Background: an optimization exercise with open tools, aiming at small area, a short achievable clock period and few clock cycles. Do not read the settings as production practice.
The RTL was checked by simulation tests, not by an equivalence proof against the original design.
Power figures rest on the tool's default switching activity, not on a simulated workload.

Setup of yarrow:
// stupid_NN_layer1
module stupid_NN_layer1(
input clk,
input reset_n,
input waitrequest,
input ready,
input readdatavalid,
input [15:0] readdata,
output chipselect,
output [1:0] byteenable,
output reg done,
output reg read_n,
output reg write_n,
output reg [15:0] writedata,
output [31:0] address
);
Size: ~770 cells after synthesis, about 150 flip-flops, roughly 75 I/O pins, about 6900 µm² of cells after synthesis.
clock: 5.0 ns
lec_check: 0
abc_clock_period_in_ps: 2000
cap_margin: 20
core_margin: 2
core_utilization: 40
cts_buf_list: sky130_fd_sc_hd__clkbuf_4 sky130_fd_sc_hd__clkbuf_8
cts_cluster_diameter: 100
cts_cluster_size: 30
setup_slack_margin: 3.3
slew_margin: 20
standard.sh (not shown) runs the stock make flow with config.mk's settings and CLKGATE_MAP_FILE= SYNTH_SCRIPT=/design/flow/synth_recipe.tcl, a recipe that flattens the netlist after the stock synthesis.
==> flow/flow/run.sh <==
#!/bin/bash
set -e
export BUFFER_PORTS_ARGS="-buffer_cell sky130_fd_sc_hd__buf_2"
export CTS_ARGS="-sink_clustering_enable -repair_clock_nets -sink_clustering_size 30 -sink_clustering_max_diameter 100 -buf_list {sky130_fd_sc_hd__clkbuf_4 sky130_fd_sc_hd__clkbuf_8} -dont_use_dummy_load"
bash standard.sh > standard.log 2>&1
No stage failed in yarrow, and the final checks on the layout all came back clean.
Testbench counts of yarrow, summed over its fixed seeds: cycles 1,436,315.
Edits applied to the flow inputs when going from yarrow to fjord:
- changing SETUP_SLACK_MARGIN from 3.3 to 2.9
==> comparison <==
- Looking at layout cell share with drive strength beyond 1, fjord sits 20 points below yarrow.
- Per the comparison of fjord with yarrow, data required time of the worst path has increased, layout buffer count excluding clock buffers now smaller.
- Relative to yarrow, global-route usage decreased by 1.9 points in fjord.
- Part of the power in combinational logic: fjord vs yarrow down 2.2 points
- In the final reports, the cell area of fjord is smaller than that of yarrow.
- fjord reports its standard cell with the maximum stage delay on the critical path as sky130_fd_sc_hd__o21ba_4 while yarrow reports sky130_fd_sc_hd__dfxtp_4.
- | setup slack | fjord vs yarrow | worse |
The inputs of quartz differ from those of fjord as listed below.
- changing CORE_UTILIZATION from 40 to 60
- changing SETUP_SLACK_MARGIN from 2.9 to 3.0
Diff fjord -> quartz | cell count | decrease of 71. Going from fjord to quartz, share of the clock period used by the worst path after layout lost 1.4 points; post-cts gate resize count +74%. quartz went all the way through synthesis, placement and routing and the layout is clean on timing, DRC and antenna. quartz against fjord: total wire length after detailed routing shows a reduction of 0.34%; utilization shows an increase of 24 points. Higher die area among quartz and fjord: fjord.

---

Setup of oak:
stupid_NN_layer1, a different RTL version from the one above (not shown whole).
Size: ~75 I/O pins, ~5600 sq um of cells after synthesis.
make LEC_CHECK=0 ABC_CLOCK_PERIOD_IN_PS=2000 CAP_MARGIN=20 CORE_MARGIN=2 CORE_UTILIZATION=55 CTS_BUF_LIST=sky130_fd_sc_hd__clkbuf_8 CTS_CLUSTER_DIAMETER=150 CTS_CLUSTER_SIZE=40 SETUP_SLACK_MARGIN=3.0 SLEW_MARGIN=20 finish   # period 5.0 ns
run.sh (not shown) runs the stock make flow with config.mk's settings and CLKGATE_MAP_FILE= SYNTH_SCRIPT=/design/flow/synth_recipe.tcl, a recipe that flattens the netlist after the stock synthesis.
Stock flow here: none of the scripts above is used.
oak has completed all stages; timing, DRC and antenna checks passed.
Testbench counts of oak, summed over its fixed seeds: cycles 1,917,822.
Input-level comparison between pine and oak:
# oak
export LEC_CHECK = 0
export ABC_CLOCK_PERIOD_IN_PS = 2000
export CAP_MARGIN = 20
export CORE_MARGIN = 2
export CORE_UTILIZATION = 55
export CTS_BUF_LIST = sky130_fd_sc_hd__clkbuf_8
export CTS_CLUSTER_DIAMETER = 150
export CTS_CLUSTER_SIZE = 40
export SETUP_SLACK_MARGIN = 3.0
export SLEW_MARGIN = 20
create_clock -name core_clock -period 5.0 [get_ports {clk}]
# pine
export LEC_CHECK = 0
export ABC_AREA = 1
export ABC_CLOCK_PERIOD_IN_PS = 2000
export CAP_MARGIN = 20
export CORE_MARGIN = 2
export CORE_UTILIZATION = 40
export CTS_BUF_LIST = sky130_fd_sc_hd__clkbuf_4 sky130_fd_sc_hd__clkbuf_8
export CTS_CLUSTER_DIAMETER = 100
export CTS_CLUSTER_SIZE = 30
export SETUP_SLACK_MARGIN = 3.0
export SLEW_MARGIN = 20
create_clock -name core_clock -period 5.0 [get_ports {clk}]
==> flow/flow/run.sh (new file) <==
#!/bin/bash
set -e
export BUFFER_PORTS_ARGS="-buffer_cell sky130_fd_sc_hd__buf_2"
bash standard.sh > standard.log 2>&1
==> flow/standard.sh (new file) <==
#!/bin/bash
# synth_recipe.tcl (not shown) runs the flow's synth.tcl, then flattens the netlist and writes it again
# the make line also repeats each setting of config.mk as NAME=value (left out here)
make -C /OpenROAD-flow-scripts/flow DESIGN_CONFIG=/design/flow/config.mk WORK_HOME=/design/flow/orfs CLKGATE_MAP_FILE= SYNTH_SCRIPT=/design/flow/synth_recipe.tcl "${@:-finish}"
removed: flow/run.sh
The design area of pine is higher than that of oak.
Going from oak to pine, the part of the power in the clock network was found to have gone up by 3.1 points.
Diff oak -> pine | final cell count without fillers | increase of 33%
Internal power contribution was higher in oak than in pine.
Relative to oak, number of ordinary and repair buffers in the finished layout decreased by about 27% in pine.
Master of the slowest instance on the critical path: sky130_fd_sc_hd__dfxtp_4 -> pine, sky130_fd_sc_hd__fa_2 -> oak
diff inputs: pine => birch
# pine
export LEC_CHECK = 0
export ABC_AREA = 1
export ABC_CLOCK_PERIOD_IN_PS = 2000
export CAP_MARGIN = 20
export CORE_MARGIN = 2
export CORE_UTILIZATION = 40
export CTS_BUF_LIST = sky130_fd_sc_hd__clkbuf_4 sky130_fd_sc_hd__clkbuf_8
export CTS_CLUSTER_DIAMETER = 100
export CTS_CLUSTER_SIZE = 30
export SETUP_SLACK_MARGIN = 3.0
export SLEW_MARGIN = 20
create_clock -name core_clock -period 5.0 [get_ports {clk}]
# birch
export LEC_CHECK = 0
export ABC_CLOCK_PERIOD_IN_PS = 2000
export CAP_MARGIN = 20
export CORE_MARGIN = 2
export CORE_UTILIZATION = 40
export CTS_BUF_LIST = sky130_fd_sc_hd__clkbuf_4 sky130_fd_sc_hd__clkbuf_8
export CTS_CLUSTER_DIAMETER = 100
export CTS_CLUSTER_SIZE = 30
export SETUP_SLACK_MARGIN = 3.0
export SLEW_MARGIN = 20
create_clock -name core_clock -period 5.0 [get_ports {clk}]
==> flow/flow/run.sh <==
#!/bin/bash
set -e
cp standard.sh standard_copy.sh.log
export BUFFER_PORTS_ARGS="-buffer_cell sky130_fd_sc_hd__buf_2"
bash standard.sh > standard.log 2>&1
==> comparison <==
birch vs pine: total stage count of the critical path up
Sequential cell fraction of total power, birch and pine: higher on birch
First-pass GRT wire length: higher on pine
Of the two values seen for launch point of the worst path, rq$_SDFF_PN0_ was produced by pine and waitrequest by birch.
What maple does differently from birch at the input level:
# birch
export LEC_CHECK = 0
export ABC_CLOCK_PERIOD_IN_PS = 2000
export CAP_MARGIN = 20
export CORE_MARGIN = 2
export CORE_UTILIZATION = 40
export CTS_BUF_LIST = sky130_fd_sc_hd__clkbuf_4 sky130_fd_sc_hd__clkbuf_8
export CTS_CLUSTER_DIAMETER = 100
export CTS_CLUSTER_SIZE = 30
export SETUP_SLACK_MARGIN = 3.0
export SLEW_MARGIN = 20
create_clock -name core_clock -period 5.0 [get_ports {clk}]
# maple
export LEC_CHECK = 0
export ABC_CLOCK_PERIOD_IN_PS = 2000
export CAP_MARGIN = 20
export CORE_MARGIN = 2
export CORE_UTILIZATION = 40
export SETUP_SLACK_MARGIN = 3.0
export SLEW_MARGIN = 20
create_clock -name core_clock -period 5.0 [get_ports {clk}]
==> flow/run.sh (new file) <==
#!/bin/bash
# synth_recipe.tcl (not shown) runs the flow's synth.tcl, then flattens the netlist and writes it again
# the make line also repeats each setting of config.mk as NAME=value (left out here)
make -C /OpenROAD-flow-scripts/flow DESIGN_CONFIG=/design/flow/config.mk WORK_HOME=/design/flow/orfs CLKGATE_MAP_FILE= SYNTH_SCRIPT=/design/flow/synth_recipe.tcl finish
removed: flow/flow/run.sh
removed: flow/standard.sh
==> run summary <==
maple vs. birch: peak per-stage delay on the critical path went down by 0.05 ns. Clock network area share: maple > birch. Run comparison: birch critical path's slowest cell sky130_fd_sc_hd__a221oi_1; maple critical path's slowest cell sky130_fd_sc_hd__fa_2. Diff birch -> maple: area of all sequential standard cells increased by 0.94% relative to the old numbers, total leakage power increased by 5.9% relative to the old numbers. The met2 usage in global routing number comes out lower for maple vs birch. | post-route total power | maple vs birch | worse |. [maple vs birch] utilization: higher in maple. Timing, DRC, antenna: 0 failures across birch and maple.

---

== job 3247 ==
The RTL this note starts from:
==> flow/design.v <==
module stupid_NN_layer1(
input clk,
input reset_n,
input waitrequest,
input ready,
input readdatavalid,
input [15:0] readdata,
output chipselect,
output [1:0] byteenable,
output reg done,
output reg read_n,
output reg write_n,
output reg [15:0] writedata,
output [31:0] address
);
localparam [16:0] WB  = 17'h0E249;      
localparam [7:0]  PBH = 8'h52;          
localparam [7:0]  PLH = 8'h83;          
localparam [9:0]  NB  = 10'h151;        
localparam [9:0]  NE  = 10'h151 + 10'd198;
assign chipselect = 1'b1;
assign byteenable = 2'b11;
reg st_boot, st_idle, st_p, st_w, st_wr, st_done;
reg kc;                
reg rq, wq, dr, dr2, dr3;
reg wa_done, wb_done;  
reg [16:0] wa;         
reg [7:0]  ph;         
reg [9:0]  na;         
reg [1:0]  ret;        
reg [2:0]  out;        
reg [3:0]  msk;        
reg [15:0] ml;         
reg [4:0]  p0, p1;     
reg mv, pv;            
reg mn, pn;            
reg hd;                
reg [13:0] r0, r1;     
reg [5:0]  ta;         
reg [5:0]  sk;         
reg        skv;
reg [23:1] ad;         
wire adv   = (rq | wq) & ~waitrequest;    
wire acc_r = rq & ~waitrequest;
wire rdv   = readdatavalid;
wire timer_end = wa[16] & wa[15] & wa[10] & wa[9] & wa[7] & wa[5];  
wire start = st_idle & ready;
wire node_end = (ph == PLH) & (wa[1:0] == 2'd0);
wire last_pair = (na == NE);
wire cap = out[2] & out[1];
wire pair_done = st_wr & (hd ? wa_done : wb_done);   
wire a_p  = (st_w & kc & ~node_end) | (pair_done & ~last_pair);
wire a_w  = st_p | (st_w & ~kc);
wire a_wr = (st_w & kc & node_end) | (st_wr & ~pair_done);
wire a_done = pair_done & last_pair;
wire [16:0] wa_inc = wa + 17'd1;
wire [16:0] wa_nx  = wa + 17'd196;
wire [7:0]  ph_inc = ph + 8'd1;
wire [9:0]  na_inc = na + 10'd1;
wire [23:1] ad_nx = st_p ? {6'h3C, wa} :
                    (st_w & ~kc) ? {6'h3C, wa_nx} :
                    {13'h0050, (wa[1:0] == 2'd3) ? ph_inc : ph, wa_inc[1:0]};
always @(posedge clk) begin
  if (!reset_n) begin
    st_boot <= 1'b1; st_idle <= 1'b0; st_p <= 1'b0; st_w <= 1'b0; kc <= 1'b0;
    st_wr <= 1'b0; st_done <= 1'b0; rq <= 1'b0; wq <= 1'b0;
    dr <= 1'b0; dr2 <= 1'b0; dr3 <= 1'b0; wa_done <= 1'b0; wb_done <= 1'b0;
  end else begin
    st_boot <= st_boot & ~timer_end;
    st_idle <= (st_idle & ~ready) | (st_done & ~ready) | (st_boot & timer_end);
    st_done <= ready & (adv ? a_done : st_done);
    st_p  <= start | (adv ? a_p : st_p);
    st_w  <= adv ? a_w : st_w;
    kc    <= adv ? st_w & ~kc : kc;
    st_wr <= adv ? a_wr : st_wr;
    rq <= start | (adv ? (a_p | a_w) & ~cap : (st_p | st_w) & ~cap);
    dr <= st_wr & (out == 3'd0);
    dr2 <= st_wr & dr;
    dr3 <= st_wr & dr2;
    wq <= (adv ? a_wr : st_wr) & dr3 & (hd ? ~wa_done : ~wb_done) & ~(adv & pair_done);
    if (adv & st_wr & ~pair_done) begin
      if (hd) wb_done <= 1'b1; else wa_done <= 1'b1;
    end else if (adv & pair_done) begin
      wa_done <= 1'b0; wb_done <= 1'b0;
    end
  end
end
always @(posedge clk) begin
  if (!reset_n) wa <= 17'd0;
  else if (st_idle) wa <= WB;
  else if (st_boot) wa <= wa_inc;
  else wa <= adv ? ((st_w & kc) ? wa_inc : pair_done ? wa_nx : wa) : wa;
  if (st_idle | (adv & st_w & kc & node_end)) ph <= PBH;
  else if (adv & st_w & kc & (wa[1:0] == 2'd3)) ph <= ph_inc;
  if (st_idle) na <= NB;
  else if (adv & pair_done) na <= na + 10'd2;
  if (st_idle | (adv & pair_done)) ad <= {13'h0050, PBH, 2'b01};
  else if (st_wr) ad <= {13'h0026, hd ? na : na_inc};
  else if (adv) ad <= ad_nx;
  if (st_idle) ret <= 2'd0;
  else if (rdv) ret <= {ret == 2'd1, ret == 2'd0};
  if (st_boot | st_idle) out <= 3'd0;
  else if (rdv) out <= acc_r ? out : out - 3'd1;
  else out <= acc_r ? out + 3'd1 : out;
end
always @(posedge clk) if (rdv && ret == 2'd0)
  msk <= {|readdata[15:12], |readdata[11:8], |readdata[7:4], |readdata[3:0]};
always @(posedge clk) begin
  ml <= readdata & {{4{msk[3]}}, {4{msk[2]}}, {4{msk[1]}}, {4{msk[0]}}};
  mv <= rdv & (ret != 2'd0);
  mn <= ret[1];
  p0 <= {ml[3], ml[3:0]} + {ml[7], ml[7:4]};
  p1 <= {ml[11], ml[11:8]} + {ml[15], ml[15:12]};
  pv <= mv; pn <= mn;
end
wire [5:0] term = {p0[4], p0} + {p1[4], p1};
always @(posedge clk) begin
  if (!reset_n) begin hd <= 1'b0; skv <= 1'b0; end
  else begin hd <= ~hd; skv <= pv & (skv | (pn == hd)); end
  sk <= term;
  ta <= skv ? sk : (pv & (pn != hd)) ? term : 6'd0;
  r0 <= r1;
  r1 <= (st_boot | (st_wr & adv)) ? 14'd0 : r0 + {{8{ta[5]}}, ta};
end
always @(*) begin
  done = st_done;
  read_n = ~rq;
  write_n = ~wq;
  writedata = {{2{r0[13]}}, r0};
end
assign address = {8'd0, ad, 1'b0};
endmodule
clock: 5.0 ns
lec_check: 0
abc_clock_period_in_ps: 2000
cap_margin: 20
core_margin: 2
core_utilization: 40
cts_buf_list: sky130_fd_sc_hd__clkbuf_4 sky130_fd_sc_hd__clkbuf_8
cts_cluster_diameter: 100
cts_cluster_size: 30
setup_slack_margin: 3.0
slew_margin: 20
standard.sh (not shown) runs the stock make flow with config.mk's settings and CLKGATE_MAP_FILE= SYNTH_SCRIPT=/design/flow/synth_recipe.tcl, a recipe that flattens the netlist after the stock synthesis.
==> flow/flow/run.sh <==
#!/bin/bash
set -e
export BUFFER_PORTS_ARGS="-buffer_cell sky130_fd_sc_hd__buf_2"
bash standard.sh > standard.log 2>&1
Job 3247: all stages complete, timing, DRC and antenna checks passed
Testbench counts of job 3247, summed over its fixed seeds: cycles 1,436,315.
--- input diff job 3247..job 454 ---
--- a/flow/config.mk
+++ b/flow/config.mk
@@ -15 +15 @@
-export SETUP_SLACK_MARGIN = 3.0
+export SETUP_SLACK_MARGIN = 2.7
Die span in y: job 454 vs job 3247 identical. Between job 454 and job 3247, the HPWL reported at the end of detailed placement figures differ only marginally. Compared job 454 vs job 3247, and clock-buffer cell count is up in job 454. Between job 3247 and job 454, the routability congestion estimate figures differ only marginally. Higher worst setup slack was reported by job 3247, not job 454. Job 454 vs job 3247: wire length on met1 down by a few percent. In the flow results for job 3247 and job 454, the final area is smaller on job 454.
--- input diff job 454..job 9681 ---
--- a/flow/flow/run.sh
+++ b/flow/flow/run.sh
@@ -3,0 +4 @@
+export CTS_ARGS="-sink_clustering_enable -repair_clock_nets -sink_clustering_size 30 -sink_clustering_max_diameter 100 -buf_list {sky130_fd_sc_hd__clkbuf_4 sky130_fd_sc_hd__clkbuf_8} -dont_use_dummy_load"
--- a/flow/config.mk
+++ b/flow/config.mk
@@ -15 +15 @@
-export SETUP_SLACK_MARGIN = 2.7
+export SETUP_SLACK_MARGIN = 3.0
Notes after the runs:
Looking at type of the worst setup path, the input pin to register result is from job 454; the register to primary output one comes from job 9681. Higher data required time of the critical path among job 454 and job 9681: job 454. Job 9681 packs its core more tightly than job 454. Re cell area after layout: job 454 and job 9681 aren't equal, and the higher value belongs to job 9681. The run with more setup slack is job 9681; job 454 has less. Area growth from synthesis to final layout delta for job 9681 relative to job 454: 2.3 points higher. Job 9681 against job 454: post-CTS setup buffer count went up, number of ordinary and repair buffers in the finished layout +29%, post-route fraction of the period consumed by the critical path lost 4.4 points, critical path depth in cells now sits lower. Diff job 454 and job 9681: met3 global-route usage lower in job 454. Looking at cell with the largest stage delay on the worst path, the sky130_fd_sc_hd__dfxtp_4 result is from job 9681; the sky130_fd_sc_hd__o21ba_4 one comes from job 454. On arrival time at the worst endpoint: between job 454 and job 9681, it ends up higher for job 454.

[separate check: timing with driven ports]
Ports are ideal in the flow. The routed layouts listed here were re-timed in OpenROAD. Step 1: set_driving_cell puts a clkbuf_16 on clk and a buf_2 on each other input, an assumption about the parent block. Step 2 moves the port delays by t, midway between the first and last clock arrival at a register: inputs arrive t later, outputs are due t later. That takes back most of the time a late clock gives input paths. Slacks: ideal ports / drivers / drivers and shift; pairs: ideal ports / drivers.
run	t, ns	slack for setup (ns)	slew at the worst register clock pin (ns)	cell pins on the clock port's net
yarrow	0.480	2.971 / 2.933 / 2.527	0.08 / 0.08	1
fjord	0.481	2.874 / 2.876 / 2.395	0.09 / 0.09	1
quartz	0.469	2.945 / 2.941 / 2.472	0.08 / 0.08	1
oak	0.479	2.988 / 2.968 / 2.506	0.07 / 0.07	1
pine	0.485	3.027 / 2.990 / 2.686	0.08 / 0.08	1
birch	0.457	2.988 / 2.950 / 2.493	0.07 / 0.07	1
maple	0.454	2.985 / 2.967 / 2.513	0.06 / 0.06	1
job 3247	0.489	2.937 / 2.925 / 2.480	0.09 / 0.09	1
job 454	0.491	2.754 / 2.769 / 2.278	0.09 / 0.09	1
job 9681	0.480	2.974 / 2.935 / 2.513	0.09 / 0.09	1
After both steps every run listed still meets setup and hold. The setup slack of birch, which loses most, moves by -0.038 ns with the drivers and by -0.495 ns with both steps.
